What follows belongs to an exercise in optimizing a design on an open flow for small area; a production flow would make more cautious choices. The RTL was checked by simulation tests, not by an equivalence proof against the original design. No activity file was given, so power comes from the tool's default toggle rates.

==> flow/design.v (outline; a module is shown in full before it is edited, if it fits) <==
// module Registrador: 14 lines
// module Instr_Reg: 25 lines
// module Banco_reg: 25 lines
// module RegDesloc: 32 lines
// module Ula32: 51 lines
// module Control_Unit: 1460 lines
// module Div: 89 lines
// module Mult: 62 lines
// module Exception_Control: 14 lines
// module load_size_control: 9 lines
// module store_size_control: 10 lines
// module mux_01_32b: 8 lines
// module mux_ALUSrcB: 13 lines
// module mux_IorD: 14 lines
// module mux_MemToReg: 34 lines
// module mux_PCSrc: 17 lines
// module mux_RegDest: 15 lines
// module mux_ShiftAmt: 11 lines
// module extend_1_32: 6 lines
// module extend_28_32: 7 lines
// module shift_left_16: 7 lines
// module shift_left_2: 6 lines
// module shift_left_26_28: 8 lines
// module extend_16_32: 6 lines
// module cpu: 380 lines
module cpu (
    input wire Clock,
    input wire Reset,
    output wire [31:0] mem_addr,
    output wire        mem_wr,
    output wire [31:0] mem_wdata,
    input  wire [31:0] mem_rdata
);
  // ...
==> flow/run.sh <==
#!/bin/bash
# synth_recipe.tcl (not shown) runs the flow's synth.tcl, then flattens the netlist and writes it again
# the make line also repeats each setting of config.mk as NAME=value (left out here)
make -C /OpenROAD-flow-scripts/flow DESIGN_CONFIG=/design/flow/config.mk WORK_HOME=/design/flow/orfs CLKGATE_MAP_FILE= SYNTH_SCRIPT=/design/flow/synth_recipe.tcl finish
==> flow/config.mk <==
export PLATFORM = sky130hd
export DESIGN_NAME = cpu
export DESIGN_NICKNAME = cpu
export VERILOG_FILES = /design/flow/design.v
export SDC_FILE = /design/flow/constraint.sdc
export NUM_CORES = 4
export LEC_CHECK = 0
export CAP_MARGIN = 20
export CORE_MARGIN = 2
export CORE_UTILIZATION = 40
export MAX_ROUTING_LAYER = met4
export PLACE_DENSITY = 0.6
export SLEW_MARGIN = 20
==> flow/constraint.sdc <==
create_clock -name core_clock -period 25.0 [get_ports {Clock}]
set_input_delay 5.0000 -clock core_clock [delete_from_list [all_inputs] [get_ports {Clock}]]
set_output_delay 5.0000 -clock core_clock [all_outputs]
set_load 0.01 [all_outputs]
==> flow_metrics.env, run 1 <==
export IMPL_h_tree_depth=4
export IMPL_grtUsageTotal_pct=33.5
export IMPL_dominant_cells="multi-input combinational cells"
export IMPL_layout_cells_non_filler=15400
export IMPL_synth_xor_area_share_pct=2.28
export IMPL_sequentialPower_mw=3.69
export IMPL_power_top_group="combinational cells"
export IMPL_maxSlewViolCount=0
export IMPL_cts_tree="done"
export IMPL_synth_fa_ha_area_share_pct=3.20
export IMPL_ys_flop_type="edfxtp_1"
export IMPL_yosysMostFrequentCell="nor2_1"
export IMPL_clk_power_mw=3.33
export IMPL_synth_top_cell_area_share_pct=26.4
export IMPL_hp_start="Div.HI_Out[4]$_SDFFE_PP0P_"
export IMPL_combPwrFrac_pct=35.1
export IMPL_dieWidth_microns=544
export IMPL_clkTransAtPathRegs_ns=0.06
export IMPL_total_power_mw=10.8
export IMPL_crit_type="reg -> out"
export IMPL_globalRouteMet2Util_pct=50.3
export IMPL_timing_rr_start="Control_Unit.ALU_Op[0]$_SDFFE_PP0P_"
export IMPL_area_share_nonclk_buffers_pct=2.77
export IMPL_cpMostUsedCell="fa_1"
export IMPL_p_per_area_mw_per_mm2=83.9
export IMPL_place_area_sq_mm=0.121
export IMPL_hold_violations=0
export IMPL_period_share_pct=91.1
export IMPL_pg_comb_mw=3.80
export IMPL_outcome="timing/DRC/antenna clean"
export IMPL_multi_input_comb_area_sq_mm=0.0644
export IMPL_synth_top_family_by_area="multiplexers"
export IMPL_drt_iter0_drc=13500
export IMPL_grt_pass1_wl_mm=700
export IMPL_n_all_inverters=208
export IMPL_area_growth_pct=10.5
export IMPL_ys_warn_count=8
export IMPL_multi_input_area_share_pct=49.9
export IMPL_wl_met1_mm=189
export IMPL_worst_pin_slew_ns=1.34
==> module cpu, before the edit <==
module cpu (
    input wire Clock,
    input wire Reset,
    output wire [31:0] mem_addr,
    output wire        mem_wr,
    output wire [31:0] mem_wdata,
    input  wire [31:0] mem_rdata
);
    wire [5:0] Instr_31_26;
    wire [4:0] Instr_25_21;
    wire [4:0] Instr_20_16;
    wire [15:0] Instr_15_0;
    wire Reset_Signal;
    wire Div_Control;
    wire Mult_Control;
    wire [2:0] Shift_Control;
    wire [1:0] LS_Control;
    wire [1:0] SS_Control;
    wire [2:0] PC_Src;
    wire [1:0] IorD;
    wire [2:0] Reg_Dst;
    wire [3:0] MemToReg;
    wire ALU_SrcA;
    wire [1:0] ALU_SrcB;
    wire HI_Src;
    wire LO_Src;
    wire Shift_Src;
    wire [1:0] Shift_Amt;
    wire PC_Write;
    wire PC_Write_Cond;
    wire Mem_WR;
    wire MDR_Write;
    wire IR_Write;
    wire Reg_Write;
    wire A_Write;
    wire B_Write;
    wire HI_Write;
    wire LO_Write;
    wire ALUOut_Write;
    wire EPC_Write;
    wire [2:0] ALU_Op;
    wire AllowException;
    wire Neg;
    wire Zero;
    wire Eq;
    wire Gt;
    wire Lt;
    wire [31:0] ALU_A;
    wire [31:0] ALU_B;
    wire [31:0] ALU_Result;
    wire OPCode_Error;
    wire Overflow;
    wire Div_Zero;
    wire Exception_Signal;
    wire [31:0] Exception_MemPosition;
    wire [4:0] ShiftReg_Amt;
    wire [31:0] ShiftReg_In;
    wire [31:0] ShiftReg_Out;
    wire [31:0] PC_In;               
    wire [31:0] PC_Out;              
    wire [31:0] A_In;                
    wire [31:0] A_Out;               
    wire [31:0] B_In;                
    wire [31:0] B_Out;               
    wire [31:0] ALUOut_Result;       
    wire [31:0] HI_In;               
    wire [31:0] HI_Out;              
    wire [31:0] LO_In;               
    wire [31:0] LO_Out;              
    wire [31:0] EPC_Out;             
    wire [31:0] ETR_Out;             
    wire [31:0] Mem_Address;         
    wire [31:0] Mem_Data;            
    wire [31:0] MDR_Out;             
    wire [31:0] SSControl_Out;       
    wire [31:0] LSControl_Out;       
    wire [4:0] Reg_WriteIn;          
    wire [31:0] Reg_WriteData;       
    wire [31:0] Div_HIOut;           
    wire [31:0] Div_LOOut;           
    wire [31:0] Mult_HIOut;          
    wire [31:0] Mult_LOOut;          
    wire [31:0] Imm_SL16;            
    wire [31:0] Imm_SignExt;         
    wire [31:0] Imm_SignExtSL2;      
    wire [31:0] SignExt_1_32_Out;
    wire [27:0] ShiftL_26_28_Out;    
    wire [31:0] Jump_Address;        
    Control_Unit Control_Unit(
        Clock,
        Reset,
        Gt,
        Lt,
        Eq,
        Zero,
        Instr_31_26,
        Instr_15_0[5:0],
        Exception_Signal,
        Reset_Signal,
        Div_Control,
        Mult_Control,
        Shift_Control,
        LS_Control,
        SS_Control,
        PC_Src,
        IorD,
        Reg_Dst,
        MemToReg,
        ALU_SrcA,
        ALU_SrcB,
        HI_Src,
        LO_Src,
        Shift_Src,
        Shift_Amt,
        PC_Write,
        PC_Write_Cond,
        Mem_WR,
        MDR_Write,
        IR_Write,
        Reg_Write,
        A_Write,
        B_Write,
        HI_Write,
        LO_Write,
        ALUOut_Write,
        EPC_Write,
        ALU_Op,
        AllowException,
        OPCode_Error
    );
    Ula32 ALU(
        ALU_A,
        ALU_B,
        ALU_Op,
        ALU_Result,
        Overflow,
        Neg,
        Zero,
        Eq,
        Gt,
        Lt
    );
    assign mem_addr  = Mem_Address;
    assign mem_wr    = Mem_WR;
    assign mem_wdata = SSControl_Out;
    assign Mem_Data  = mem_rdata;
    Div Div(
        Clock,
        Reset_Signal,
        Div_Control,
        A_Out,
        B_Out,
        Div_Zero,
        Div_HIOut,
        Div_LOOut
    );
    Mult Mult(
        Clock,
        Reset_Signal,
        Mult_Control,
        A_Out,
        B_Out,
        Mult_HIOut,
        Mult_LOOut
    );
    Instr_Reg IR(
        Clock,
        Reset_Signal,
        IR_Write,
        Mem_Data,
        Instr_31_26,
        Instr_25_21,
        Instr_20_16,
        Instr_15_0
    );
    Banco_reg Regs(
        Clock,
        Reset_Signal,
        Reg_Write,
        Instr_25_21,
        Instr_20_16,
        Reg_WriteIn,
        Reg_WriteData,
        A_In,
        B_In
    );
    RegDesloc ShiftReg(
        Clock,
        Reset_Signal,
        Shift_Control,
        ShiftReg_Amt,
        ShiftReg_In,
        ShiftReg_Out
    );
    Registrador PC(
        Clock,
        Reset_Signal,
        PC_Write || PC_Write_Cond,
        PC_In,
        PC_Out
    );
    Registrador A(
        Clock,
        Reset_Signal,
        A_Write,
        A_In,
        A_Out
    );
    Registrador B(
        Clock,
        Reset_Signal,
        B_Write,
        B_In,
        B_Out
    );
    Registrador ALUOut(
        Clock,
        Reset_Signal,
        ALUOut_Write,
        ALU_Result,
        ALUOut_Result
    );
    Registrador HI(
        Clock,
        Reset_Signal,
        HI_Write,
        HI_In,
        HI_Out
    );
    Registrador LO(
        Clock,
        Reset_Signal,
        LO_Write,
        LO_In,
        LO_Out
    );
    Registrador EPC(
        Clock,
        Reset_Signal,
        EPC_Write,
        ALU_Result,
        EPC_Out
    );
    Registrador ETR(
        Clock,
        Reset_Signal,
        Exception_Signal,
        Exception_MemPosition,
        ETR_Out
    );
    Registrador MDR(
        Clock,
        Reset_Signal,
        MDR_Write,
        Mem_Data,
        MDR_Out
    );
    load_size_control LSControl(
        LS_Control,
        MDR_Out,
        LSControl_Out
    );
    store_size_control SSControl(
        SS_Control,
        B_Out,
        MDR_Out,
        SSControl_Out
    );
    Exception_Control Exception_Control(
        AllowException,
        OPCode_Error,
        Overflow,
        Div_Zero,
        Exception_Signal,
        Exception_MemPosition
    );
    mux_PCSrc Mux_PCSrc(
        PC_Src,
        ALU_Result,
        ALUOut_Result,
        Jump_Address,
        EPC_Out,
        LSControl_Out,
        PC_In
    );
    mux_IorD Mux_IorD(
        IorD,
        PC_Out,
        ALUOut_Result,
        ALU_Result,
        ETR_Out,
        Mem_Address
    );
    mux_RegDest Mux_Reg_Dst(
        Reg_Dst,
        Instr_20_16,
        Instr_25_21,
        Instr_15_0[15:11],
        Reg_WriteIn
    );
    mux_MemToReg Mux_MemToReg(
        MemToReg,
        ALUOut_Result,
        LSControl_Out,
        Imm_SL16,
        HI_Out,
        LO_Out,
        Imm_SignExt,
        ShiftReg_Out,
        B_Out,
        A_Out,
        SignExt_1_32_Out,
        Reg_WriteData
    );
    mux_01_32b Mux_ALUSrcA(
        ALU_SrcA,
        PC_Out,
        A_Out,
        ALU_A
    );
    mux_ALUSrcB Mux_ALUSrcB(
        ALU_SrcB,
        B_Out,
        Imm_SignExt,
        Imm_SignExtSL2,
        ALU_B
    );
    mux_01_32b Mux_HI(
        HI_Src,
        Mult_HIOut,
        Div_HIOut,
        HI_In
    );
    mux_01_32b Mux_LO(
        LO_Src,
        Mult_LOOut,
        Div_LOOut,
        LO_In
    );
    mux_01_32b Mux_Shift_Src(
        Shift_Src,
        B_Out,
        A_Out,
        ShiftReg_In
    );
    mux_ShiftAmt Mux_Shift_Amt(
        Shift_Amt,
        Instr_15_0[10:6],
        MDR_Out[4:0],
        B_Out[4:0],
        ShiftReg_Amt
    );
    shift_left_2 ShiftL_2(
        Imm_SignExt,
        Imm_SignExtSL2
    );
    shift_left_16 ShiftL_16(
        Instr_15_0,
        Imm_SL16
    );
    shift_left_26_28 ShiftL_26_28(
        Instr_25_21,
        Instr_20_16,
        Instr_15_0,
        ShiftL_26_28_Out
    );
    extend_1_32 SignExt_1_32(
        Lt,
        SignExt_1_32_Out
    );
    extend_16_32 SignExt_16_32(
        Instr_15_0,
        Imm_SignExt
    );
    extend_28_32 SignExt_28_32(
        PC_Out,
        ShiftL_26_28_Out,
        Jump_Address
    );
endmodule
==> run 2: changes to the inputs <==
--- a/flow/design.v
+++ b/flow/design.v
@@ -180,20 +180,24 @@
     output reg A_Write,
     output reg B_Write,
     output reg HI_Write,
     output reg LO_Write,
     output reg ALUOut_Write,
     output reg EPC_Write,
     output reg [2:0] ALU_Op,
     output reg AllowException,
-    output reg OPCode_Error
+    output reg OPCode_Error,
+    output wire [5:0] State_o,
+    output wire [5:0] Counter_o
 );
 reg [5:0] State;
 reg [5:0] Counter;
+assign State_o = State;
+assign Counter_o = Counter;
 parameter State_Common = 6'b000000;
 parameter State_Reset  = 6'b111111;
 parameter State_Exception = 6'b111110;
 parameter State_Add    = 6'b000001;
 parameter State_And    = 6'b000010;
 parameter State_Div    = 6'b000011;
 parameter State_Mult   = 6'b000100;
 parameter State_Jr     = 6'b000101;
@@ -1944,380 +1948,193 @@
 module cpu (
     input wire Clock,
     input wire Reset,
     output wire [31:0] mem_addr,
     output wire        mem_wr,
     output wire [31:0] mem_wdata,
     input  wire [31:0] mem_rdata
 );
-    wire [5:0] Instr_31_26;
-    wire [4:0] Instr_25_21;
-    wire [4:0] Instr_20_16;
-    wire [15:0] Instr_15_0;
     wire Reset_Signal;
-    wire Div_Control;
-    wire Mult_Control;
+    wire Div_Control, Mult_Control;
     wire [2:0] Shift_Control;
-    wire [1:0] LS_Control;
-    wire [1:0] SS_Control;
+    wire [1:0] LS_Control, SS_Control;
     wire [2:0] PC_Src;
     wire [1:0] IorD;
     wire [2:0] Reg_Dst;
     wire [3:0] MemToReg;
     wire ALU_SrcA;
     wire [1:0] ALU_SrcB;
-    wire HI_Src;
-    wire LO_Src;
-    wire Shift_Src;
+    wire HI_Src, LO_Src, Shift_Src;
     wire [1:0] Shift_Amt;
-    wire PC_Write;
-    wire PC_Write_Cond;
-    wire Mem_WR;
-    wire MDR_Write;
-    wire IR_Write;
-    wire Reg_Write;
-    wire A_Write;
-    wire B_Write;
-    wire HI_Write;
-    wire LO_Write;
-    wire ALUOut_Write;
-    wire EPC_Write;
+    wire PC_Write, PC_Write_Cond, Mem_WR, MDR_Write, IR_Write, Reg_Write;
+    wire A_Write, B_Write, HI_Write, LO_Write, ALUOut_Write, EPC_Write;
     wire [2:0] ALU_Op;
-    wire AllowException;
-    wire Neg;
-    wire Zero;
-    wire Eq;
-    wire Gt;
-    wire Lt;
-    wire [31:0] ALU_A;
-    wire [31:0] ALU_B;
-    wire [31:0] ALU_Result;
-    wire OPCode_Error;
-    wire Overflow;
-    wire Div_Zero;
+    wire AllowException, OPCode_Error;
+    wire [5:0] State, Counter;
+    wire Neg, Zero, Eq, Gt, Lt, Overflow;
     wire Exception_Signal;
-    wire [31:0] Exception_MemPosition;
-    wire [4:0] ShiftReg_Amt;
-    wire [31:0] ShiftReg_In;
-    wire [31:0] ShiftReg_Out;
-    wire [31:0] PC_In;               
-    wire [31:0] PC_Out;              
-    wire [31:0] A_In;                
-    wire [31:0] A_Out;               
-    wire [31:0] B_In;                
-    wire [31:0] B_Out;               
-    wire [31:0] ALUOut_Result;       
-    wire [31:0] HI_In;               
-    wire [31:0] HI_Out;              
-    wire [31:0] LO_In;               
-    wire [31:0] LO_Out;              
-    wire [31:0] EPC_Out;             
-    wire [31:0] ETR_Out;             
-    wire [31:0] Mem_Address;         
-    wire [31:0] Mem_Data;            
-    wire [31:0] MDR_Out;             
-    wire [31:0] SSControl_Out;       
-    wire [31:0] LSControl_Out;       
-    wire [4:0] Reg_WriteIn;          
-    wire [31:0] Reg_WriteData;       
-    wire [31:0] Div_HIOut;           
-    wire [31:0] Div_LOOut;           
-    wire [31:0] Mult_HIOut;          
-    wire [31:0] Mult_LOOut;          
-    wire [31:0] Imm_SL16;            
-    wire [31:0] Imm_SignExt;         
-    wire [31:0] Imm_SignExtSL2;      
-    wire [31:0] SignExt_1_32_Out;
-    wire [27:0] ShiftL_26_28_Out;    
-    wire [31:0] Jump_Address;        
+    reg [5:0]  IR_op;
+    reg [4:0]  IR_rs, IR_rt;
+    reg [15:0] IR_imm;
     Control_Unit Control_Unit(
-        Clock,
-        Reset,
-        Gt,
-        Lt,
-        Eq,
-        Zero,
-        Instr_31_26,
-        Instr_15_0[5:0],
-        Exception_Signal,
-        Reset_Signal,
-        Div_Control,
-        Mult_Control,
-        Shift_Control,
-        LS_Control,
-        SS_Control,
-        PC_Src,
-        IorD,
-        Reg_Dst,
-        MemToReg,
-        ALU_SrcA,
-        ALU_SrcB,
-        HI_Src,
-        LO_Src,
-        Shift_Src,
-        Shift_Amt,
-        PC_Write,
-        PC_Write_Cond,
-        Mem_WR,
-        MDR_Write,
-        IR_Write,
-        Reg_Write,
-        A_Write,
-        B_Write,
-        HI_Write,
-        LO_Write,
-        ALUOut_Write,
-        EPC_Write,
-        ALU_Op,
-        AllowException,
-        OPCode_Error
-    );
-    Ula32 ALU(
-        ALU_A,
-        ALU_B,
-        ALU_Op,
-        ALU_Result,
-        Overflow,
-        Neg,
-        Zero,
-        Eq,
-        Gt,
-        Lt
-    );
+        Clock, Reset, Gt, Lt, Eq, Zero, IR_op, IR_imm[5:0], Exception_Signal,
+        Reset_Signal, Div_Control, Mult_Control, Shift_Control, LS_Control, SS_Control,
+        PC_Src, IorD, Reg_Dst, MemToReg, ALU_SrcA, ALU_SrcB, HI_Src, LO_Src,
+        Shift_Src, Shift_Amt, PC_Write, PC_Write_Cond, Mem_WR, MDR_Write, IR_Write,
+        Reg_Write, A_Write, B_Write, HI_Write, LO_Write, ALUOut_Write, EPC_Write,
+        ALU_Op, AllowException, OPCode_Error, State, Counter
+    );
+    reg [31:0] PC, A, B, ALUOut, EPC, MDR, HI, LO, P0;
+    reg [1:0]  ETR;       
+    wire [31:0] ALU_A, ALU_B, ALU_Result;
+    wire [31:0] Imm_SignExt = {{16{IR_imm[15]}}, IR_imm};
+    reg [31:0] rf [0:31];
+    reg [31:0] rf_valid;
+    wire [4:0]  rd_addr = IR_Write ? mem_rdata[25:21] : IR_rt;
+    wire [31:0] rd_data = rf_valid[rd_addr] ? rf[rd_addr] : 32'b0;
+    wire [4:0]  Reg_WriteIn = Reg_Dst[2] ? IR_imm[15:11] :
+                              Reg_Dst[1] ? (Reg_Dst[0] ? 5'd31 : 5'd29) :
+                              (Reg_Dst[0] ? IR_rs : IR_rt);
+    wire [31:0] Reg_WriteData;
+    always @(posedge Clock) begin
+        if (Reg_Write)
+            rf[Reg_WriteIn] <= Reg_WriteData;
+    end
+    always @(posedge Clock) begin
+        if (Reset_Signal)
+            rf_valid <= 32'b0;
+        else if (Reg_Write)
+            rf_valid[Reg_WriteIn] <= 1'b1;
+    end
+    always @(posedge Clock) begin
+        if (Reset_Signal) begin
+            IR_op <= 6'b0; IR_rs <= 5'b0; IR_rt <= 5'b0; IR_imm <= 16'b0;
+        end else if (IR_Write) begin
+            IR_op <= mem_rdata[31:26]; IR_rs <= mem_rdata[25:21];
+            IR_rt <= mem_rdata[20:16]; IR_imm <= mem_rdata[15:0];
+        end
+    end
+    always @(posedge Clock) begin
+        if (Reset_Signal) A <= 32'b0;
+        else if (IR_Write) A <= rd_data;
+    end
+    always @(posedge Clock) begin
+        if (Reset_Signal) B <= 32'b0;
+        else if (A_Write) B <= rd_data;
+    end
+    assign ALU_A = ALU_SrcA ? A : PC;
+    assign ALU_B = ALU_SrcB[1] ? (ALU_SrcB[0] ? {Imm_SignExt[29:0], 2'b00} : Imm_SignExt)
+                               : (ALU_SrcB[0] ? 32'd4 : B);
+    Ula32 ALU(ALU_A, ALU_B, ALU_Op, ALU_Result, Overflow, Neg, Zero, Eq, Gt, Lt);
+    reg dz1;
+    wire Div_Zero = dz1;
+    assign Exception_Signal = !AllowException && (OPCode_Error || Overflow || Div_Zero);
+    wire [1:0] exc_code = OPCode_Error ? 2'd1 : Overflow ? 2'd2 : 2'd3;
+    always @(posedge Clock) begin
+        if (Reset_Signal) ETR <= 2'b0;
+        else if (Exception_Signal) ETR <= exc_code;
+    end
+    wire [31:0] ETR_Out = {24'b0, {6{ETR != 2'b0}}, ETR};
+    always @(posedge Clock) begin
+        if (Reset_Signal) MDR <= 32'b0;
+        else if (MDR_Write) MDR <= mem_rdata;
+    end
+    wire [31:0] LSControl_Out = LS_Control[1] ? {24'b0, MDR[7:0]} :
+                                LS_Control[0] ? {16'b0, MDR[15:0]} : MDR;
+    wire [31:0] SSControl_Out = SS_Control[1] ? {MDR[31:8], B[7:0]} :
+                                SS_Control[0] ? {MDR[31:16], B[15:0]} : B;
+    wire [31:0] Jump_Address = {PC[31:28], IR_rs, IR_rt, IR_imm, 2'b00};
+    wire [31:0] PC_In = PC_Src[2] ? LSControl_Out :
+                        PC_Src[1] ? (PC_Src[0] ? EPC : Jump_Address) :
+                                    (PC_Src[0] ? ALUOut : ALU_Result);
+    always @(posedge Clock) begin
+        if (Reset_Signal) PC <= 32'b0;
+        else if (PC_Write || PC_Write_Cond) PC <= PC_In;
+    end
+    always @(posedge Clock) begin
+        if (Reset_Signal) ALUOut <= 32'b0;
+        else if (ALUOut_Write) ALUOut <= ALU_Result;
+    end
+    always @(posedge Clock) begin
+        if (Reset_Signal) EPC <= 32'b0;
+        else if (EPC_Write) EPC <= ALU_Result;
+    end
+    wire [31:0] Mem_Address = IorD[1] ? (IorD[0] ? ETR_Out : ALU_Result)
+                                      : (IorD[0] ? ALUOut : PC);
     assign mem_addr  = Mem_Address;
     assign mem_wr    = Mem_WR;
     assign mem_wdata = SSControl_Out;
-    assign Mem_Data  = mem_rdata;
-    Div Div(
-        Clock,
-        Reset_Signal,
-        Div_Control,
-        A_Out,
-        B_Out,
-        Div_Zero,
-        Div_HIOut,
-        Div_LOOut
-    );
-    Mult Mult(
-        Clock,
-        Reset_Signal,
-        Mult_Control,
-        A_Out,
-        B_Out,
-        Mult_HIOut,
-        Mult_LOOut
-    );
-    Instr_Reg IR(
-        Clock,
-        Reset_Signal,
-        IR_Write,
-        Mem_Data,
-        Instr_31_26,
-        Instr_25_21,
-        Instr_20_16,
-        Instr_15_0
-    );
-    Banco_reg Regs(
-        Clock,
-        Reset_Signal,
-        Reg_Write,
-        Instr_25_21,
-        Instr_20_16,
-        Reg_WriteIn,
-        Reg_WriteData,
-        A_In,
-        B_In
-    );
-    RegDesloc ShiftReg(
-        Clock,
-        Reset_Signal,
-        Shift_Control,
-        ShiftReg_Amt,
-        ShiftReg_In,
-        ShiftReg_Out
-    );
-    Registrador PC(
-        Clock,
-        Reset_Signal,
-        PC_Write || PC_Write_Cond,
-        PC_In,
-        PC_Out
-    );
-    Registrador A(
-        Clock,
-        Reset_Signal,
-        A_Write,
-        A_In,
-        A_Out
-    );
-    Registrador B(
-        Clock,
-        Reset_Signal,
-        B_Write,
-        B_In,
-        B_Out
-    );
-    Registrador ALUOut(
-        Clock,
-        Reset_Signal,
-        ALUOut_Write,
-        ALU_Result,
-        ALUOut_Result
-    );
-    Registrador HI(
-        Clock,
-        Reset_Signal,
-        HI_Write,
-        HI_In,
-        HI_Out
-    );
-    Registrador LO(
-        Clock,
-        Reset_Signal,
-        LO_Write,
-        LO_In,
-        LO_Out
-    );
-    Registrador EPC(
-        Clock,
-        Reset_Signal,
-        EPC_Write,
-        ALU_Result,
-        EPC_Out
-    );
-    Registrador ETR(
-        Clock,
-        Reset_Signal,
-        Exception_Signal,
-        Exception_MemPosition,
-        ETR_Out
-    );
-    Registrador MDR(
-        Clock,
-        Reset_Signal,
-        MDR_Write,
-        Mem_Data,
-        MDR_Out
-    );
-    load_size_control LSControl(
-        LS_Control,
-        MDR_Out,
-        LSControl_Out
-    );
-    store_size_control SSControl(
-        SS_Control,
-        B_Out,
-        MDR_Out,
-        SSControl_Out
-    );
-    Exception_Control Exception_Control(
-        AllowException,
-        OPCode_Error,
-        Overflow,
-        Div_Zero,
-        Exception_Signal,
-        Exception_MemPosition
-    );
-    mux_PCSrc Mux_PCSrc(
-        PC_Src,
-        ALU_Result,
-        ALUOut_Result,
-        Jump_Address,
-        EPC_Out,
-        LSControl_Out,
-        PC_In
-    );
-    mux_IorD Mux_IorD(
-        IorD,
-        PC_Out,
-        ALUOut_Result,
-        ALU_Result,
-        ETR_Out,
-        Mem_Address
-    );
-    mux_RegDest Mux_Reg_Dst(
-        Reg_Dst,
-        Instr_20_16,
-        Instr_25_21,
-        Instr_15_0[15:11],
-        Reg_WriteIn
-    );
-    mux_MemToReg Mux_MemToReg(
-        MemToReg,
-        ALUOut_Result,
-        LSControl_Out,
-        Imm_SL16,
-        HI_Out,
-        LO_Out,
-        Imm_SignExt,
-        ShiftReg_Out,
-        B_Out,
-        A_Out,
-        SignExt_1_32_Out,
-        Reg_WriteData
-    );
-    mux_01_32b Mux_ALUSrcA(
-        ALU_SrcA,
-        PC_Out,
-        A_Out,
-        ALU_A
-    );
-    mux_ALUSrcB Mux_ALUSrcB(
-        ALU_SrcB,
-        B_Out,
-        Imm_SignExt,
-        Imm_SignExtSL2,
-        ALU_B
-    );
-    mux_01_32b Mux_HI(
-        HI_Src,
-        Mult_HIOut,
-        Div_HIOut,
-        HI_In
-    );
-    mux_01_32b Mux_LO(
-        LO_Src,
-        Mult_LOOut,
-        Div_LOOut,
-        LO_In
-    );
-    mux_01_32b Mux_Shift_Src(
-        Shift_Src,
-        B_Out,
-        A_Out,
-        ShiftReg_In
-    );
-    mux_ShiftAmt Mux_Shift_Amt(
-        Shift_Amt,
-        Instr_15_0[10:6],
-        MDR_Out[4:0],
-        B_Out[4:0],
-        ShiftReg_Amt
-    );
-    shift_left_2 ShiftL_2(
-        Imm_SignExt,
-        Imm_SignExtSL2
-    );
-    shift_left_16 ShiftL_16(
-        Instr_15_0,
-        Imm_SL16
-    );
-    shift_left_26_28 ShiftL_26_28(
-        Instr_25_21,
-        Instr_20_16,
-        Instr_15_0,
-        ShiftL_26_28_Out
-    );
-    extend_1_32 SignExt_1_32(
-        Lt,
-        SignExt_1_32_Out
-    );
-    extend_16_32 SignExt_16_32(
-        Instr_15_0,
-        Imm_SignExt
-    );
-    extend_28_32 SignExt_28_32(
-        PC_Out,
-        ShiftL_26_28_Out,
-        Jump_Address
-    );
+    wire [31:0] sh_src = Shift_Src ? A : B;
+    wire [4:0]  sh_n   = Shift_Amt[1] ? B[4:0] : (Shift_Amt[0] ? MDR[4:0] : IR_imm[10:6]);
+    reg  [31:0] ShiftReg_Out;
+    always @(*) begin
+        case (Shift_Control)
+            3'b010:  ShiftReg_Out = sh_src << sh_n;
+            3'b011:  ShiftReg_Out = sh_src >> sh_n;
+            3'b100:  ShiftReg_Out = $signed(sh_src) >>> sh_n;
+            default: ShiftReg_Out = (sh_src << sh_n) | (sh_src >> (6'd32 - {1'b0, sh_n}));
+        endcase
+    end
+    wire st_mult = (State == 6'b000100);
+    wire st_div  = (State == 6'b000011);
+    wire m_start = st_mult && (Counter == 6'd1);
+    wire m_step  = st_mult && (Counter >= 6'd2) && (Counter <= 6'd33);
+    wire m_end   = st_mult && (Counter == 6'd33);
+    wire dv_ok   = (A != 32'b0) && (B != 32'b0);
+    wire d_load  = st_div && (Counter == 6'd0) && dv_ok && !Exception_Signal;
+    wire d_abs   = st_div && (Counter == 6'd1) && dv_ok;
+    wire d_step  = st_div && (Counter >= 6'd2) && (Counter <= 6'd33) && dv_ok;
+    wire d_fix   = st_div && (Counter == 6'd34) && dv_ok;
+    wire [31:0] add_x  = st_mult ? HI : {HI[30:0], LO[31]};
+    wire [31:0] add_y  = st_mult ? A : (B[31] ? B : ~B);
+    wire        add_ci = !st_mult && !B[31];
+    wire [32:0] add_s  = {1'b0, add_x} + {1'b0, add_y} + {32'b0, add_ci};
+    wire [32:0] m_t    = LO[0] ? add_s : {1'b0, HI};
+    wire [31:0] lo_neg = ~LO + 32'd1;
+    always @(posedge Clock) begin
+        if (Reset_Signal) begin
+            HI <= 32'b0;
+            LO <= 32'b0;
+        end else if (m_start) begin
+            HI <= P0;
+            LO <= B;
+        end else if (m_step) begin
+            HI <= m_t[32:1];
+            LO <= {m_t[0], LO[31:1]};
+        end else if (d_load) begin
+            HI <= 32'b0;
+            LO <= A;
+        end else if (d_abs) begin
+            if (LO[31]) LO <= lo_neg;
+        end else if (d_step) begin
+            if (add_s[32]) begin
+                HI <= add_s[31:0];
+                LO <= {LO[30:0], 1'b1};
+            end else begin
+                HI <= {HI[30:0], LO[31]};
+                LO <= {LO[30:0], 1'b0};
+            end
+        end else if (d_fix) begin
+            if (A[31] ^ B[31]) LO <= lo_neg;
+            if (A[31] && !B[31]) HI <= ~HI;
+        end
+    end
+    always @(posedge Clock) begin
+        if (Reset_Signal) P0 <= 32'b0;
+        else if (m_end) P0 <= B[0] ? A : 32'b0;
+    end
+    always @(posedge Clock) begin
+        if (Reset_Signal) dz1 <= 1'b0;
+        else dz1 <= st_div && (Counter == 6'd2) && !dv_ok;
+    end
+    wire [31:0] Imm_SL16 = {IR_imm, 16'b0};
+    wire [31:0] w000x = MemToReg[0] ? LSControl_Out : ALUOut;
+    wire [31:0] w001x = MemToReg[0] ? HI : Imm_SL16;
+    wire [31:0] w00xx = MemToReg[1] ? w001x : w000x;
+    wire [31:0] w010x = MemToReg[0] ? 32'd227 : LO;
+    wire [31:0] w011x = MemToReg[0] ? ShiftReg_Out : Imm_SignExt;
+    wire [31:0] w01xx = MemToReg[1] ? w011x : w010x;
+    wire [31:0] w0xxx = MemToReg[2] ? w01xx : w00xx;
+    wire [31:0] w100x = MemToReg[0] ? A : B;
+    wire [31:0] w1xxx = MemToReg[1] ? {31'b0, Lt} : w100x;
+    assign Reg_WriteData = MemToReg[3] ? w1xxx : w0xxx;
 endmodule
==> run 2 against run 1 <==
- utilization is 0.99 points higher
- sequential share of layout area is 6.3 points higher
- register-to-register slack worse by 0.61 ns
- clock power is 27% lower
- final cell count is 35% lower
- clock skew is 0.065 ns lower
- non-clock buffer count is 61 lower
- power is 27% lower
- critical path type unchanged
==> flow_metrics.env, run 2 <==
export IMPL_wl_per_cell_microns=34.2
export IMPL_maxSlewViolCount=0
export IMPL_gr_max_usage_layer="met2"
export IMPL_dieWidth_microns=451
export IMPL_clk_latency_ns=0.85
export IMPL_largest_reg_flops=1024
export IMPL_rsz0062_at_grt="no"
export IMPL_required_ns=20.00
export IMPL_final_common_cell="edfxtp_1"
export IMPL_synth_fp_nets=7588
export IMPL_total_power_mw=7.89
export IMPL_finalSetupViolCount=0
export IMPL_regArea_sq_mm=0.0390
export IMPL_core_sq_mm=0.198
export IMPL_clkTransAtPathRegs_ns=0.06
export IMPL_regMostFlops="rf"
export IMPL_grt_antenna_before_repair=24
export IMPL_min_path_type="reg -> reg"
export IMPL_synth_area_sq_mm=0.0798
export IMPL_area_growth_pct=12.4
export IMPL_synth_top_cell_area_share_pct=38.5
export IMPL_synth_seq_cells=1436
export IMPL_ctsResizeCount=0
export IMPL_critPathMaxFanout=50
export IMPL_rows=163
export IMPL_syn_inst=7435
export IMPL_crit_slowest_cell="clkdlybuf4s50_1"
export IMPL_root_buffer="clkbuf_16"
export IMPL_cts_buffers=158
export IMPL_cp_arrival_ns=17.08
export IMPL_r2r_end="HI[14]$_SDFFE_PP0P_"
export IMPL_yosysTopAreaCell="edfxtp_1"
export IMPL_gp_congestion=1.08
export IMPL_peakVddDrop_mv=0.0729
export IMPL_r2r_setup_slack_ns=7.47
export IMPL_slowest_delay_ns=0.73
export IMPL_nets=7448
export IMPL_period_share_pct=88.3
export IMPL_skew_ns=0.0739
export IMPL_synth_top_family_by_area="multiplexers"
export IMPL_layout_cells_most_common_list="edfxtp_1 (1,024), nand2_1 (839), nor2_1 (704), a21oi_1 (565), mux2i_1 (430)"
export IMPL_start_kind="flip-flop"
export IMPL_worst_pin_slew_ns=1.19
export IMPL_end_kind="output pin"
export IMPL_crit_end="mem_addr[31]"
export IMPL_grt_start_max_net_pins=125
export IMPL_fmax_mhz=45.3
export IMPL_drive_above_1_share_pct=15.8
export IMPL_timing_rr_start="Control_Unit.ALU_Op[0]$_SDFFE_PP0P_"
export IMPL_worst_slack_ns=2.92
export IMPL_io_buffers=98
export IMPL_worst_r2r_cell_count=52
export IMPL_synthTopCellsByCount="edfxtp_1 (1,024), nand2_1 (843), nor2_1 (745), a21oi_1 (570), clkbuf_1 (495)"
export IMPL_h_tree_depth=4
export IMPL_ys_warn_count=3
export IMPL_final_setup_tns_ns=0
export IMPL_synth_cell_types=95
export IMPL_synth_fa_ha_area_share_pct=2.20
export IMPL_p_leak_nw=30.8
export IMPL_grt_pass1_wl_mm=483
export IMPL_grt_pass1_vias=62100
export IMPL_vias=66300
export IMPL_overflow=0
export IMPL_hold_violations=0
export IMPL_dp_hpwl_mm=234
export IMPL_ant_nets=0
export IMPL_wirelength_mm=345
export IMPL_crit_type="reg -> out"
export IMPL_drc_errors=0
export IMPL_cts_tree="done"
export IMPL_first_pass_iters=13
export IMPL_multi_input_comb_area_sq_mm=0.0384
export IMPL_vias_per_cell=6.57
export IMPL_drt_iter0_drc=9652
export IMPL_p_per_area_mw_per_mm2=88.0
export IMPL_synth_xor_area_share_pct=1.02
export IMPL_globalRouteMet2Util_pct=51.0
export IMPL_crit_start="Control_Unit.ALU_Op[0]$_SDFFE_PP0P_"
export IMPL_post_cts_buffers=0
export IMPL_die_area_sq_mm=0.203
export IMPL_synth_edf_count=1024
export IMPL_avgSynthCellArea_sq_um=10.7
export IMPL_use_met3_pct=6.88
export IMPL_ys_seq_area_share_pct=48.9
export IMPL_min_period_ns=22.08
export IMPL_pre_cts_ws_ns=3.98
export IMPL_final_util_pct=45.3
export IMPL_synthTopCellsByArea="edfxtp_1 (39%), dfxtp_1 (10%), mux4_2 (9.5%)"
export IMPL_clock_sinks=1436
export IMPL_cts_max_path_buffers=3
export IMPL_max_cap_viol_count=0
export IMPL_grtUsageTotal_pct=34.2
export IMPL_slew_headroom_pct=20.0
export IMPL_holdPathStages=2
export IMPL_yosysMostFrequentCell="edfxtp_1"
export IMPL_ys_async_sr_fraction_pct=0
export IMPL_fill_cells=18400
export IMPL_layout_cells_non_filler=10100
export IMPL_use_met1_pct=42.3
export IMPL_start_util_pct=40.3
export IMPL_ctsHoldBuffers=0
export IMPL_synth_compound_area_share_pct=14.7
export IMPL_die_h_microns=451
export IMPL_synth_simple_gate_area_share_pct=12.6
export IMPL_ios=99
export IMPL_synthMuxAreaShare_pct=16.9
export IMPL_ys_flop_type="edfxtp_1"
export IMPL_cpMostUsedCell="fa_1"
export IMPL_outcome="timing/DRC/antenna clean"
export IMPL_dpl_cell_count=9775
## run 2: through the flow
stage / hold slack, ns / cell area [sq um]
finish: 0.456 / 89700
global route: 0.470 / 89700
CTS: 0.452 / 89600
detailed placement: 0.444 / 84100
global placement: 0.440 / 84100
floorplan: 0.432 / 79800
## run 2: cells by family (layout without fill, tap and decap cells)
logic type                 count (synthesis)  in the layout
DFF                                     1436           1436
AOI/OAI and AO/OA                       1819           1819
muxes                                    904            904
other                                      0             29
adders and majority gates                119            119
xor gates and xnor gates                  93             93
and+or+nand+nor                         2298           2298
buffers and inverters                    766            753
## run 2: power by group
group	internal, mW	total [mW]	switching [mW]
Sequential	2.90	3.01	0.116
Clock	1.41	2.44	1.03
Combinational	0.725	2.44	1.72
Total	5.03	7.89	2.86
## run 2: worst min-delay path by stage
stage / start / to / slack [ns]
floorplan: rf_valid[13]$_SDFFE_PP0P_ / rf_valid[13]$_SDFFE_PP0P_ / 0.43
global placement: P0[31]$_SDFFE_PP0P_ / P0[31]$_SDFFE_PP0P_ / 0.44
detailed placement: P0[31]$_SDFFE_PP0P_ / P0[31]$_SDFFE_PP0P_ / 0.44
CTS: P0[31]$_SDFFE_PP0P_ / P0[31]$_SDFFE_PP0P_ / 0.45
global route: P0[20]$_SDFFE_PP0P_ / P0[20]$_SDFFE_PP0P_ / 0.47
finish: P0[30]$_SDFFE_PP0P_ / P0[30]$_SDFFE_PP0P_ / 0.46
## run 2: layout make-up
| cell class | count | area share (%) |
|---|---|---|
| Clock buffer | 189 | 4.66 |
| Antenna cell | 29 | 0.0809 |
| Tap cell | 2640 | 3.68 |
| Sequential cell | 1436 | 43.5 |
| Multi-Input combinational cell | 5233 | 42.9 |
| Inverter | 93 | 0.389 |
| Timing Repair Buffer | 373 | 3.42 |
| Clock inverter | 98 | 1.37 |
## run 2: metal layers
metal  wire length, microns  up-vias
met5                      0        -
met4                  26800        0
met3                  32400      973
met2                 155000     4155
met1                 132000    33200
li1                       -    27900
## run 2: critical path: cells and delay by family (launching register included)
family / cells / cell delay [ns]
flops: 1 / 0.65
fa+ha+maj: 32 / 12.28
compound gates: 5 / 0.89
mux: 1 / 0.32
simple gates: 3 / 0.42
buf+inv: 7 / 1.67
==> module Ula32, before the edit <==
module Ula32 (
    input  wire [31:0] A,
    input  wire [31:0] B,
    input  wire [2:0]  Seletor,
    output wire [31:0] S,
    output wire        Overflow,
    output wire        Negativo,
    output wire        z,
    output wire        Igual,
    output wire        Maior,
    output wire        Menor
);
    reg  [31:0] s_temp;
    wire [31:0] soma_temp;
    wire [31:0] carry_temp;
    wire [31:0] novo_B;
    wire        igual_temp;
    wire        overflow_temp;
    always @(*) begin
        case (Seletor)
            3'b000: s_temp = A;
            3'b001: s_temp = soma_temp;
            3'b010: s_temp = soma_temp;
            3'b011: s_temp = A & B;
            3'b110: s_temp = A ^ B;
            3'b101: s_temp = ~A;
            3'b100: s_temp = soma_temp;
            default: s_temp = 32'b0;
        endcase
    end
    assign S = s_temp;
    assign Negativo = s_temp[31];
    assign z = (s_temp == 32'b0);
    assign novo_B = (Seletor == 3'b001) ? B :
                    (Seletor == 3'b100) ? 32'd1 : ~B;
    assign soma_temp[0]  = A[0] ^ novo_B[0] ^ Seletor[1];
    assign carry_temp[0] = (Seletor[1] & (A[0] | novo_B[0])) | (A[0] & novo_B[0]);
    genvar k;
    generate
        for (k = 1; k < 32; k = k + 1) begin : rca
            assign soma_temp[k]  = A[k] ^ novo_B[k] ^ carry_temp[k-1];
            assign carry_temp[k] = (carry_temp[k-1] & (A[k] | novo_B[k])) | (A[k] & novo_B[k]);
        end
    endgenerate
    assign overflow_temp = carry_temp[31] ^ carry_temp[30];
    assign Overflow = overflow_temp;
    assign igual_temp = (soma_temp == 32'b0) ? ~overflow_temp : 1'b0;
    assign Igual = igual_temp;
    assign Maior = ((~soma_temp[31] & ~overflow_temp) | (overflow_temp & ~A[31])) & ~igual_temp;
    assign Menor = (soma_temp[31] & ~overflow_temp) | (overflow_temp & A[31]);
endmodule
==> run 3: changes to the inputs <==
--- a/flow/design.v
+++ b/flow/design.v
@@ -106,3 +106,4 @@
     output wire        Maior,
-    output wire        Menor
+    output wire        Menor,
+    output wire        Carry
 );
@@ -142,2 +143,3 @@
     assign Overflow = overflow_temp;
+    assign Carry = carry_temp[31];
     assign igual_temp = (soma_temp == 32'b0) ? ~overflow_temp : 1'b0;
@@ -1992,3 +1994,10 @@
     wire [4:0]  rd_addr = IR_Write ? mem_rdata[25:21] : IR_rt;
-    wire [31:0] rd_data = rf_valid[rd_addr] ? rf[rd_addr] : 32'b0;
+    wire [31:0] rd_sel = rf_valid & (32'b1 << rd_addr);
+    reg  [31:0] rd_data;
+    integer ri;
+    always @(*) begin
+        rd_data = 32'b0;
+        for (ri = 0; ri < 32; ri = ri + 1)
+            rd_data = rd_data | (rf[ri] & {32{rd_sel[ri]}});
+    end
     wire [4:0]  Reg_WriteIn = Reg_Dst[2] ? IR_imm[15:11] :
@@ -2008,5 +2017,3 @@
     always @(posedge Clock) begin
-        if (Reset_Signal) begin
-            IR_op <= 6'b0; IR_rs <= 5'b0; IR_rt <= 5'b0; IR_imm <= 16'b0;
-        end else if (IR_Write) begin
+        if (IR_Write) begin
             IR_op <= mem_rdata[31:26]; IR_rs <= mem_rdata[25:21];
@@ -2016,20 +2023,30 @@
     always @(posedge Clock) begin
-        if (Reset_Signal) A <= 32'b0;
-        else if (IR_Write) A <= rd_data;
+        if (IR_Write) A <= rd_data;
     end
     always @(posedge Clock) begin
-        if (Reset_Signal) B <= 32'b0;
-        else if (A_Write) B <= rd_data;
+        if (A_Write) B <= rd_data;
     end
-    assign ALU_A = ALU_SrcA ? A : PC;
-    assign ALU_B = ALU_SrcB[1] ? (ALU_SrcB[0] ? {Imm_SignExt[29:0], 2'b00} : Imm_SignExt)
-                               : (ALU_SrcB[0] ? 32'd4 : B);
-    Ula32 ALU(ALU_A, ALU_B, ALU_Op, ALU_Result, Overflow, Neg, Zero, Eq, Gt, Lt);
+    wire st_mult = (State == 6'b000100);
+    wire st_div  = (State == 6'b000011);
+    wire md_busy = st_mult || (st_div && (Counter != 6'd0));
+    wire md_inc  = st_div && ((Counter == 6'd1) || (Counter == 6'd34));    
+    wire [31:0] ALU_A_std = ALU_SrcA ? A : PC;
+    wire [31:0] ALU_B_std = ALU_SrcB[1] ? (ALU_SrcB[0] ? {Imm_SignExt[29:0], 2'b00} : Imm_SignExt)
+                                        : (ALU_SrcB[0] ? 32'd4 : B);
+    assign ALU_A = !md_busy ? ALU_A_std :
+                   st_mult  ? A :
+                   md_inc   ? ~LO : {HI[30:0], LO[31]};
+    assign ALU_B = !md_busy ? ALU_B_std : (st_mult ? HI : B);
+    wire [2:0] ALU_Sel = !md_busy ? ALU_Op :
+                         md_inc   ? 3'b100 :
+                         (st_mult || B[31]) ? 3'b001 : 3'b010;
+    wire ALU_Carry;
+    Ula32 ALU(ALU_A, ALU_B, ALU_Sel, ALU_Result, Overflow, Neg, Zero, Eq, Gt, Lt, ALU_Carry);
     reg dz1;
     wire Div_Zero = dz1;
-    assign Exception_Signal = !AllowException && (OPCode_Error || Overflow || Div_Zero);
-    wire [1:0] exc_code = OPCode_Error ? 2'd1 : Overflow ? 2'd2 : 2'd3;
+    wire Ovf_Eff = Overflow && !md_busy;
+    assign Exception_Signal = !AllowException && (OPCode_Error || Ovf_Eff || Div_Zero);
+    wire [1:0] exc_code = OPCode_Error ? 2'd1 : Ovf_Eff ? 2'd2 : 2'd3;
     always @(posedge Clock) begin
-        if (Reset_Signal) ETR <= 2'b0;
-        else if (Exception_Signal) ETR <= exc_code;
+        if (Exception_Signal) ETR <= exc_code;
     end
@@ -2037,4 +2054,3 @@
     always @(posedge Clock) begin
-        if (Reset_Signal) MDR <= 32'b0;
-        else if (MDR_Write) MDR <= mem_rdata;
+        if (MDR_Write) MDR <= mem_rdata;
     end
@@ -2053,4 +2069,3 @@
     always @(posedge Clock) begin
-        if (Reset_Signal) ALUOut <= 32'b0;
-        else if (ALUOut_Write) ALUOut <= ALU_Result;
+        if (ALUOut_Write) ALUOut <= ALU_Result;
     end
@@ -2067,13 +2082,22 @@
     wire [4:0]  sh_n   = Shift_Amt[1] ? B[4:0] : (Shift_Amt[0] ? MDR[4:0] : IR_imm[10:6]);
-    reg  [31:0] ShiftReg_Out;
-    always @(*) begin
-        case (Shift_Control)
-            3'b010:  ShiftReg_Out = sh_src << sh_n;
-            3'b011:  ShiftReg_Out = sh_src >> sh_n;
-            3'b100:  ShiftReg_Out = $signed(sh_src) >>> sh_n;
-            default: ShiftReg_Out = (sh_src << sh_n) | (sh_src >> (6'd32 - {1'b0, sh_n}));
-        endcase
-    end
-    wire st_mult = (State == 6'b000100);
-    wire st_div  = (State == 6'b000011);
+    wire        sh_left  = Shift_Control[1] && !Shift_Control[0];       
+    wire        sh_rot   = Shift_Control[2] && Shift_Control[1];        
+    wire        sh_arith = Shift_Control[2] && !Shift_Control[1];       
+    wire [4:0]  sh_r   = sh_left ? sh_n : (5'd0 - sh_n);
+    wire [31:0] rot1 = sh_r[0] ? {sh_src[30:0], sh_src[31]}    : sh_src;
+    wire [31:0] rot2 = sh_r[1] ? {rot1[29:0],   rot1[31:30]}   : rot1;
+    wire [31:0] rot4 = sh_r[2] ? {rot2[27:0],   rot2[31:28]}   : rot2;
+    wire [31:0] rot8 = sh_r[3] ? {rot4[23:0],   rot4[31:24]}   : rot4;
+    wire [31:0] rot  = sh_r[4] ? {rot8[15:0],   rot8[31:16]}   : rot8;
+    wire [31:0] low_mask = ~(32'hffffffff << sh_n);
+    wire [31:0] high_mask;
+    genvar gi;
+    generate
+        for (gi = 0; gi < 32; gi = gi + 1) begin : g_hm
+            assign high_mask[gi] = low_mask[31 - gi];
+        end
+    endgenerate
+    wire [31:0] sh_mask = sh_rot ? 32'b0 : (sh_left ? low_mask : high_mask);
+    wire        sh_fill = sh_arith && sh_src[31];
+    wire [31:0] ShiftReg_Out = (rot & ~sh_mask) | ({32{sh_fill}} & sh_mask);
     wire m_start = st_mult && (Counter == 6'd1);
@@ -2086,8 +2110,5 @@
     wire d_fix   = st_div && (Counter == 6'd34) && dv_ok;
-    wire [31:0] add_x  = st_mult ? HI : {HI[30:0], LO[31]};
-    wire [31:0] add_y  = st_mult ? A : (B[31] ? B : ~B);
-    wire        add_ci = !st_mult && !B[31];
-    wire [32:0] add_s  = {1'b0, add_x} + {1'b0, add_y} + {32'b0, add_ci};
+    wire [32:0] add_s  = {ALU_Carry, ALU_Result};
     wire [32:0] m_t    = LO[0] ? add_s : {1'b0, HI};
-    wire [31:0] lo_neg = ~LO + 32'd1;
+    wire [31:0] lo_neg = ALU_Result;
     always @(posedge Clock) begin
@@ -2125,4 +2146,3 @@
     always @(posedge Clock) begin
-        if (Reset_Signal) dz1 <= 1'b0;
-        else dz1 <= st_div && (Counter == 6'd2) && !dv_ok;
+        dz1 <= st_div && (Counter == 6'd2) && !dv_ok;
     end
==> run 3 against run 2 <==
- combinational power grew 12%
- final cell count shrank 16%
- die area shrank 11%
- hold slack lost 0.0037 ns
- still clean
- sequential share of layout area grew 7.2 points
- clock power shrank 6%
- final area shrank 11%
- critical path type unchanged
- wire length shrank 2.9%
- critical path depth is the same
- setup slack lost 0.75 ns
- global-route usage grew 2.9 points
- utilization grew 0.16 points
==> flow_metrics.env, run 3 <==
export IMPL_outcome="timing/DRC/antenna clean"
export IMPL_skew_ns=0.0551
export IMPL_slowest_delay_ns=0.74
export IMPL_grtUsageTotal_pct=37.0
export IMPL_rows=154
export IMPL_cpMostUsedCell="fa_1"
export IMPL_slew_headroom_pct=13.9
export IMPL_layout_cells_most_common_list="edfxtp_1 (1,186), nor2_1 (456), nand2_1 (383), a22oi_1 (358), a21oi_1 (287)"
export IMPL_critPathMaxFanout=20
export IMPL_rsz0062_at_grt="no"
export IMPL_pre_cts_ws_ns=3.32
export IMPL_grt_pass1_wl_mm=454
export IMPL_area_growth_pct=13.0
export IMPL_hold_violations=0
export IMPL_fmax_mhz=43.8
export IMPL_dp_hpwl_mm=212
export IMPL_crit_start="Control_Unit.Counter[0]$_SDFFE_PP0P_"
export IMPL_synth_top_cell_area_share_pct=50.2
export IMPL_end_kind="output pin"
export IMPL_drive_above_1_share_pct=13.6
export IMPL_clk_latency_ns=0.82
export IMPL_die_area_sq_mm=0.181
export IMPL_crit_end="mem_addr[31]"
export IMPL_first_pass_iters=9
export IMPL_required_ns=20.00
export IMPL_start_util_pct=40.3
export IMPL_cts_tree="done"
export IMPL_peakVddDrop_mv=0.0709
export IMPL_synth_cell_types=115
export IMPL_ios=99
export IMPL_ys_flop_type="edfxtp_1"
export IMPL_holdWs_ns=0.452
export IMPL_min_period_ns=22.83
export IMPL_wirelength_mm=336
export IMPL_yosysTopAreaCell="edfxtp_1"
export IMPL_maxSlewViolCount=0
export IMPL_largest_reg_flops=1024
export IMPL_regMostFlops="rf"
export IMPL_drt_iter0_drc=10100
export IMPL_p_per_area_mw_per_mm2=102
export IMPL_ys_seq_area_share_pct=57.3
export IMPL_clkTransAtPathRegs_ns=0.06
export IMPL_timing_rr_start="Control_Unit.Counter[0]$_SDFFE_PP0P_"
export IMPL_ctsResizeCount=0
export IMPL_worst_pin_slew_ns=1.29
export IMPL_h_tree_depth=4
export IMPL_finalSetupViolCount=0
export IMPL_cts_max_path_buffers=3
export IMPL_min_path_type="reg -> reg"
export IMPL_yosysMostFrequentCell="edfxtp_1"
export IMPL_ctsHoldBuffers=0
export IMPL_crit_slowest_cell="a211oi_4"
export IMPL_period_share_pct=91.3
export IMPL_worst_slack_ns=2.17
export IMPL_max_cap_viol_count=0
export IMPL_synthTopCellsByCount="edfxtp_1 (1,186), nor2_1 (492), clkbuf_1 (395), nand2_1 (384), a22oi_1 (359)"
export IMPL_overflow=0
export IMPL_cts_buffers=151
export IMPL_synth_seq_cells=1436
export IMPL_r2r_setup_slack_ns=6.52
export IMPL_ant_nets=0
export IMPL_avgSynthCellArea_sq_um=11.7
export IMPL_grt_pass1_vias=54000
export IMPL_synthTopCellsByArea="edfxtp_1 (50%), dfxtp_1 (7.1%), a22oi_1 (3.8%)"
export IMPL_synth_edf_count=1186
export IMPL_place_area_sq_mm=0.0750
export IMPL_wl_per_cell_microns=39.4
export IMPL_dieWidth_microns=425
export IMPL_fin_area_sq_mm=0.0801
export IMPL_vias_per_cell=7.02
export IMPL_final_common_cell="edfxtp_1"
export IMPL_core_sq_mm=0.176
export IMPL_r2r_end="LO[15]$_SDFFE_PP0P_"
export IMPL_worst_r2r_cell_count=48
export IMPL_ys_async_sr_fraction_pct=0
export IMPL_post_cts_buffers=0
export IMPL_ys_warn_count=3
export IMPL_crit_type="reg -> out"
export IMPL_gp_congestion=1.05
export IMPL_synth_area_sq_mm=0.0709
export IMPL_clock_sinks=1436
export IMPL_nets=6164
export IMPL_die_h_microns=425
export IMPL_io_buffers=98
export IMPL_fill_cells=16000
export IMPL_grt_antenna_before_repair=15
export IMPL_p_leak_nw=26.4
export IMPL_final_setup_tns_ns=0
export IMPL_start_kind="flip-flop"
export IMPL_vias=59700
export IMPL_drc_errors=0
export IMPL_synth_fp_nets=6205
export IMPL_root_buffer="clkbuf_16"
export IMPL_grt_start_max_net_pins=79
export IMPL_cp_arrival_ns=17.83
export IMPL_syn_inst=6085
-- run 3: cells by family (layout without fill, tap and decap cells) --
logic type               after synthesis  in the layout  share of synthesized area (%)
AND/OR/NAND/NOR                     1553           1553                           10.4
XOR/XNOR                              29             29                          0.379
buffers and inverters                664            735                           3.86
flip-flops                          1436           1436                           57.3
adder cells (fa/ha/maj)               87             87                           1.88
other                                  0             18                              0
multiplexers                         421            421                           6.68
AO/OA/AOI/OAI                       1895           1895                           19.5
-- run 3: worst min-delay path by stage --
stage | from | cells past startpoint | slack [ns] | end
final | P0[10]$_SDFFE_PP0P_ | 2 | 0.45 | P0[10]$_SDFFE_PP0P_
after global routing | P0[10]$_SDFFE_PP0P_ | 2 | 0.47 | P0[10]$_SDFFE_PP0P_
after CTS | P0[5]$_SDFFE_PP0P_ | 2 | 0.45 | P0[5]$_SDFFE_PP0P_
after detailed placement | P0[14]$_SDFFE_PP0P_ | 2 | 0.45 | P0[14]$_SDFFE_PP0P_
after global placement | rf_valid[2]$_SDFFE_PP0P_ | 2 | 0.44 | rf_valid[2]$_SDFFE_PP0P_
after floorplan | rf_valid[10]$_SDFFE_PP0P_ | 2 | 0.43 | rf_valid[10]$_SDFFE_PP0P_
-- run 3: through the flow --
stage                     std cells  total power, mW  utilization [%]
after floorplan                6085             4.79                -
after global placement         8226             5.77             42.6
after detailed placement       8228             5.76             42.6
after CTS                      8493             8.02             45.4
after global routing           8509             8.33             45.5
final                          8514             8.14             45.5
-- run 3: critical path: cells and delay by family (launching register included) --
| family | cells | cell delay, ns |
|---|---|---|
| AOI/OAI and AO/OA | 6 | 1.76 |
| adders and majority gates | 32 | 12.65 |
| buffers and inverters | 6 | 1.25 |
| DFF | 1 | 0.45 |
| muxes | 1 | 0.23 |
| and+or+nand+nor | 3 | 0.68 |
-- run 3: layout make-up --
cell class                      instances  area (sq um)  share of cell area [%]
Timing Repair Buffer                  355          2950                    3.68
Clock buffer                          191          4020                    5.02
Inverter                              115           432                   0.539
Clock inverter                         74           968                    1.21
Antenna cell                           18          45.0                  0.0562
Multi-Input combinational cell       3985         28100                    35.1
Tap cell                             2340          2930                    3.65
Sequential cell                      1436         40600                    50.7
-- run 3: power by group --
group	internal [mW]	switching (mW)
Clock	1.29	0.997
Combinational	0.783	1.95
Sequential	2.97	0.147
-- run 3: per-layer routing --
metal	GRT usage [%]	share of wire [%]
met3	7.02	11
met5	-	0
met2	55.3	44
met4	22.6	7.8
met1	46.6	37
==> run 4: changes to the inputs <==
--- a/flow/design.v
+++ b/flow/design.v
@@ -121,4 +121,2 @@
             3'b011: s_temp = A & B;
-            3'b110: s_temp = A ^ B;
-            3'b101: s_temp = ~A;
             3'b100: s_temp = soma_temp;
@@ -1976,3 +1974,2 @@
     wire Exception_Signal;
-    reg [5:0]  IR_op;
     reg [4:0]  IR_rs, IR_rt;
@@ -1980,3 +1977,3 @@
     Control_Unit Control_Unit(
-        Clock, Reset, Gt, Lt, Eq, Zero, IR_op, IR_imm[5:0], Exception_Signal,
+        Clock, Reset, Gt, Lt, Eq, Zero, mem_rdata[31:26], IR_imm[5:0], Exception_Signal,
         Reset_Signal, Div_Control, Mult_Control, Shift_Control, LS_Control, SS_Control,
@@ -1987,5 +1984,8 @@
     );
-    reg [31:0] PC, A, B, ALUOut, EPC, MDR, HI, LO, P0;
+    reg [31:0] PC, A, ALUOut, EPC, HI, LO, P0;
+    wire [31:0] B;
+    reg [7:0]  MDR_lo;
     reg [1:0]  ETR;       
     wire [31:0] ALU_A, ALU_B, ALU_Result;
+    wire xchg0 = (State == 6'b010001) && (Counter == 6'd0);
     wire [31:0] Imm_SignExt = {{16{IR_imm[15]}}, IR_imm};
@@ -1993,3 +1993,6 @@
     reg [31:0] rf_valid;
-    wire [4:0]  rd_addr = IR_Write ? mem_rdata[25:21] : IR_rt;
+    reg  [4:0]  rd_addr;
+    always @(posedge Clock) begin
+        rd_addr <= IR_Write ? mem_rdata[25:21] : IR_rt;
+    end
     wire [31:0] rd_sel = rf_valid & (32'b1 << rd_addr);
@@ -2018,3 +2021,3 @@
         if (IR_Write) begin
-            IR_op <= mem_rdata[31:26]; IR_rs <= mem_rdata[25:21];
+            IR_rs <= mem_rdata[25:21];
             IR_rt <= mem_rdata[20:16]; IR_imm <= mem_rdata[15:0];
@@ -2023,7 +2026,5 @@
     always @(posedge Clock) begin
-        if (IR_Write) A <= rd_data;
-    end
-    always @(posedge Clock) begin
-        if (A_Write) B <= rd_data;
+        if (A_Write) A <= rd_data;
     end
+    assign B = rd_data;
     wire st_mult = (State == 6'b000100);
@@ -2036,3 +2037,3 @@
     assign ALU_A = !md_busy ? ALU_A_std :
-                   st_mult  ? A :
+                   st_mult  ? (A & {32{LO[0]}}) :
                    md_inc   ? ~LO : {HI[30:0], LO[31]};
@@ -2054,4 +2055,5 @@
     always @(posedge Clock) begin
-        if (MDR_Write) MDR <= mem_rdata;
+        if (MDR_Write) MDR_lo <= mem_rdata[7:0];
     end
+    wire [31:0] MDR = {mem_rdata[31:8], MDR_lo};
     wire [31:0] LSControl_Out = LS_Control[1] ? {24'b0, MDR[7:0]} :
@@ -2070,2 +2072,3 @@
         if (ALUOut_Write) ALUOut <= ALU_Result;
+        else if (xchg0) ALUOut <= rd_data;
     end
@@ -2111,3 +2114,2 @@
     wire [32:0] add_s  = {ALU_Carry, ALU_Result};
-    wire [32:0] m_t    = LO[0] ? add_s : {1'b0, HI};
     wire [31:0] lo_neg = ALU_Result;
@@ -2121,4 +2123,4 @@
         end else if (m_step) begin
-            HI <= m_t[32:1];
-            LO <= {m_t[0], LO[31:1]};
+            HI <= add_s[32:1];
+            LO <= {add_s[0], LO[31:1]};
         end else if (d_load) begin
@@ -2156,3 +2158,3 @@
     wire [31:0] w0xxx = MemToReg[2] ? w01xx : w00xx;
-    wire [31:0] w100x = MemToReg[0] ? A : B;
+    wire [31:0] w100x = MemToReg[0] ? A : ALUOut;    
     wire [31:0] w1xxx = MemToReg[1] ? {31'b0, Lt} : w100x;
--- a/flow/config.mk
+++ b/flow/config.mk
@@ -9,5 +9,7 @@
 export CORE_MARGIN = 2
-export CORE_UTILIZATION = 40
+export CORE_UTILIZATION = 45
+export CTS_CLUSTER_DIAMETER = 120
+export CTS_CLUSTER_SIZE = 20
 export MAX_ROUTING_LAYER = met4
-export PLACE_DENSITY = 0.6
+export PLACE_DENSITY = 0.65
 export SLEW_MARGIN = 20
==> run 4 against run 3 <==
- still clean on timing, DRC and antenna
- global-route usage increased by 7.8 points
- sequential power decreased by 6.7%
- clock power decreased by 36%
- hold slack improved by 0.0054 ns
- via count increased by 8.2%
- sequential share of layout area decreased by 0.071 points
- non-clock buffer count increased by 64
- critical path depth decreased by 1
- maximum frequency decreased by 6.2%
- sequential cell count decreased by 57
- first-iteration DRC count increased by 20%
- critical path type unchanged
- critical endpoint unchanged
==> flow_metrics.env, run 4 <==
export IMPL_outcome="timing/DRC/antenna clean"
export IMPL_clk_latency_ns=0.78
export IMPL_min_period_ns=24.33
export IMPL_largest_reg_flops=1024
export IMPL_start_kind="flip-flop"
export IMPL_wirelength_mm=353
export IMPL_end_kind="output pin"
export IMPL_die_area_sq_mm=0.158
export IMPL_gp_congestion=1.12
export IMPL_p_per_area_mw_per_mm2=95.5
export IMPL_peakVddDrop_mv=0.101
export IMPL_ctsResizeCount=0
export IMPL_critPathMaxFanout=19
export IMPL_hold_violations=0
export IMPL_clock_sinks=1379
export IMPL_maxSlewViolCount=0
export IMPL_grtUsageTotal_pct=44.8
export IMPL_ys_flop_type="edfxtp_1"
export IMPL_worst_pin_slew_ns=1.30
export IMPL_grt_antenna_before_repair=38
export IMPL_vias=64600
export IMPL_synth_cell_types=104
export IMPL_area_growth_pct=9.87
export IMPL_cts_buffers=82
export IMPL_first_pass_iters=12
export IMPL_ys_warn_count=3
export IMPL_cpMostUsedCell="fa_1"
export IMPL_final_common_cell="edfxtp_1"
export IMPL_synth_seq_cells=1379
export IMPL_grt_pass1_wl_mm=483
export IMPL_yosysTopAreaCell="edfxtp_1"
export IMPL_ant_nets=0
export IMPL_p_leak_nw=25.7
export IMPL_syn_inst=6708
export IMPL_ios=99
export IMPL_cp_arrival_ns=19.33
export IMPL_grt_start_max_net_pins=87
export IMPL_post_cts_buffers=0
export IMPL_rows=144
export IMPL_place_area_sq_mm=0.0742
export IMPL_ys_async_sr_fraction_pct=0
export IMPL_final_setup_tns_ns=0
export IMPL_avgSynthCellArea_sq_um=10.4
export IMPL_io_buffers=98
export IMPL_core_sq_mm=0.154
export IMPL_fin_area_sq_mm=0.0767
export IMPL_drc_errors=0
export IMPL_slew_headroom_pct=13.4
export IMPL_final_util_pct=49.8
export IMPL_layout_cells_most_common_list="edfxtp_1 (1,124), nand3_1 (946), nor2_1 (538), a21oi_1 (445), nand2_1 (429)"
export IMPL_ctsHoldBuffers=0
export IMPL_drt_iter0_drc=12100
export IMPL_r2r_setup_slack_ns=4.19
export IMPL_synthTopCellsByCount="edfxtp_1 (1,124), nand3_1 (949), nor2_1 (574), a21oi_1 (447), nand2_1 (431)"
export IMPL_synth_top_cell_area_share_pct=48.3
export IMPL_finalSetupViolCount=0
export IMPL_wl_per_cell_microns=40.3
export IMPL_nets=6723
export IMPL_clkTransAtPathRegs_ns=0.09
export IMPL_total_power_mw=7.33
export IMPL_crit_slowest_cell="a2111oi_0"
export IMPL_vias_per_cell=7.38
export IMPL_h_tree_depth=3
export IMPL_overflow=0
export IMPL_rsz0062_at_grt="no"
export IMPL_synth_edf_count=1124
export IMPL_dieWidth_microns=398
export IMPL_fmax_mhz=41.1
export IMPL_period_share_pct=97.3
export IMPL_cts_tree="done"
export IMPL_min_path_type="reg -> reg"
export IMPL_yosysMostFrequentCell="edfxtp_1"
export IMPL_synthTopCellsByArea="edfxtp_1 (48%), dfxtp_1 (7.3%), nand3_1 (6.8%)"
export IMPL_synth_fp_nets=6796
export IMPL_crit_type="reg -> out"
export IMPL_synth_area_sq_mm=0.0699
export IMPL_drive_above_1_share_pct=10.5
export IMPL_die_h_microns=398
export IMPL_required_ns=20.00
export IMPL_root_buffer="clkbuf_16"
export IMPL_regMostFlops="rf"
export IMPL_ys_seq_area_share_pct=55.6
export IMPL_start_util_pct=45.3
export IMPL_grt_pass1_vias=59100
export IMPL_cts_max_path_buffers=3
export IMPL_skew_ns=0.0592
export IMPL_dp_hpwl_mm=232
export IMPL_slowest_delay_ns=0.91
export IMPL_max_cap_viol_count=0
[run 4: cell count changes after synthesis, moves of 118 or more]
cell	change
a21oi_1	+150
a22oi_1	-290
a221oi_1	-155
nand3_1	+810
a22o_1	-118
nand4_1	+157
[run 4: power breakdown]
group / leakage (nW) / internal [mW] / total [mW] / switching, mW
sequential: 12.2 / 2.82 / 2.91 / 0.0945
clock: 1.17 / 0.628 / 1.46 / 0.829
combinational: 12.3 / 0.853 / 2.97 / 2.11
total: 25.7 / 4.30 / 7.33 / 3.04
[run 4: per-layer routing]
| metal | global-route usage, % | vias up | wire length, microns |
|---|---|---|---|
| met5 | - | - | 0 |
| met1 | 55.0 | 31400 | 124000 |
| met2 | 62.1 | 6055 | 146000 |
| li1 | - | 25600 | - |
| met4 | 31.2 | 0 | 31200 |
| met3 | 14.8 | 1584 | 51700 |
[run 4: kinds of logic (layout without fill, tap and decap cells)]
kind of cell	Yosys count	in the layout	synth area share, %
compound gates	1569	1569	14.8
other cells	0	36	0
xor+xnor	14	14	0.186
fa+ha+maj	54	54	1.32
buf+inv	671	636	3.98
mux	311	311	5.07
simple gates	2710	2710	19.1
flops	1379	1379	55.6
[run 4: cell type report]
cell class | instances | area (sq um)
Clock buffer | 107 | 2170
Timing Repair Buffer | 419 | 3450
Sequential cell | 1379 | 38900
Fill cell | 13900 | 77300
Clock inverter | 15 | 275
Tap cell | 2044 | 2560
Antenna cell | 36 | 90.1
Inverter | 95 | 362
Multi-Input combinational cell | 4658 | 29000
[run 4: worst paths after layout]
path	from	end	depth (start not counted)
hold reg to reg	P0[6]$_SDFFE_PP0P_	P0[6]$_SDFFE_PP0P_	2
setup reg to reg	rd_addr[2]$_DFF_P_	HI[17]$_SDFFE_PP0P_	51
setup / recovery	rd_addr[2]$_DFF_P_	mem_addr[31]	47
hold / removal	P0[6]$_SDFFE_PP0P_	P0[6]$_SDFFE_PP0P_	2
[run 4: worst max-delay path, delay by kind of cell, from the launching register on]
family,cells,cell delay [ns]
and+or+nand+nor,4,1.18
adders and majority gates,31,12.25
buffers and inverters,7,1.69
muxes,1,0.24
DFF,1,0.81
AOI/OAI and AO/OA,4,2.33
[run 4: per-stage QoR]
stage | setup WS [ns] | cells | hold slack (ns)
finish | 0.672 | 8753 | 0.457
global placement | 2.19 | 8594 | 0.438
detailed placement | 2.03 | 8594 | 0.444
global route | 0.501 | 8747 | 0.472
CTS | 1.10 | 8716 | 0.457
floorplan | 4.54 | 6708 | 0.429

[afterwards: timing with drivers on the ports]
The flow's constraints put no driver on any port. The routed layouts listed below were extracted and timed again, unchanged, in two steps. Step 1 sets driving cells, clkbuf_16 on the clock port and buf_2 on the other inputs (assumed; they add their load-dependent delay and slew). Step 2 adds t to the input delays and takes it off the output delays; t is the mean of the earliest and latest rising clock arrival at the registers after step 1. Input paths then give back, and output paths get back, about the clock's delay inside the block. a / b / c = ideal / step 1 / step 2; a / b = the first two.
run	shift t [ns]	setup WS [ns]	worst hold slack (ns)	latest minus earliest clock arrival (ns)	slew at the worst register clock pin (ns)
run 1	0.987	2.219 / 2.126 / 3.112	0.453 / 0.453 / 0.453	0.139 / 0.139	0.08 / 0.08
run 2	0.913	2.920 / 2.824 / 3.737	0.456 / 0.456 / 0.456	0.073 / 0.073	0.07 / 0.07
run 3	0.880	2.174 / 2.087 / 2.967	0.452 / 0.452 / 0.452	0.057 / 0.058	0.07 / 0.07
run 4	0.845	0.672 / 0.578 / 1.423	0.457 / 0.457 / 0.457	0.059 / 0.059	0.11 / 0.11
After both steps every run listed still meets setup and hold.
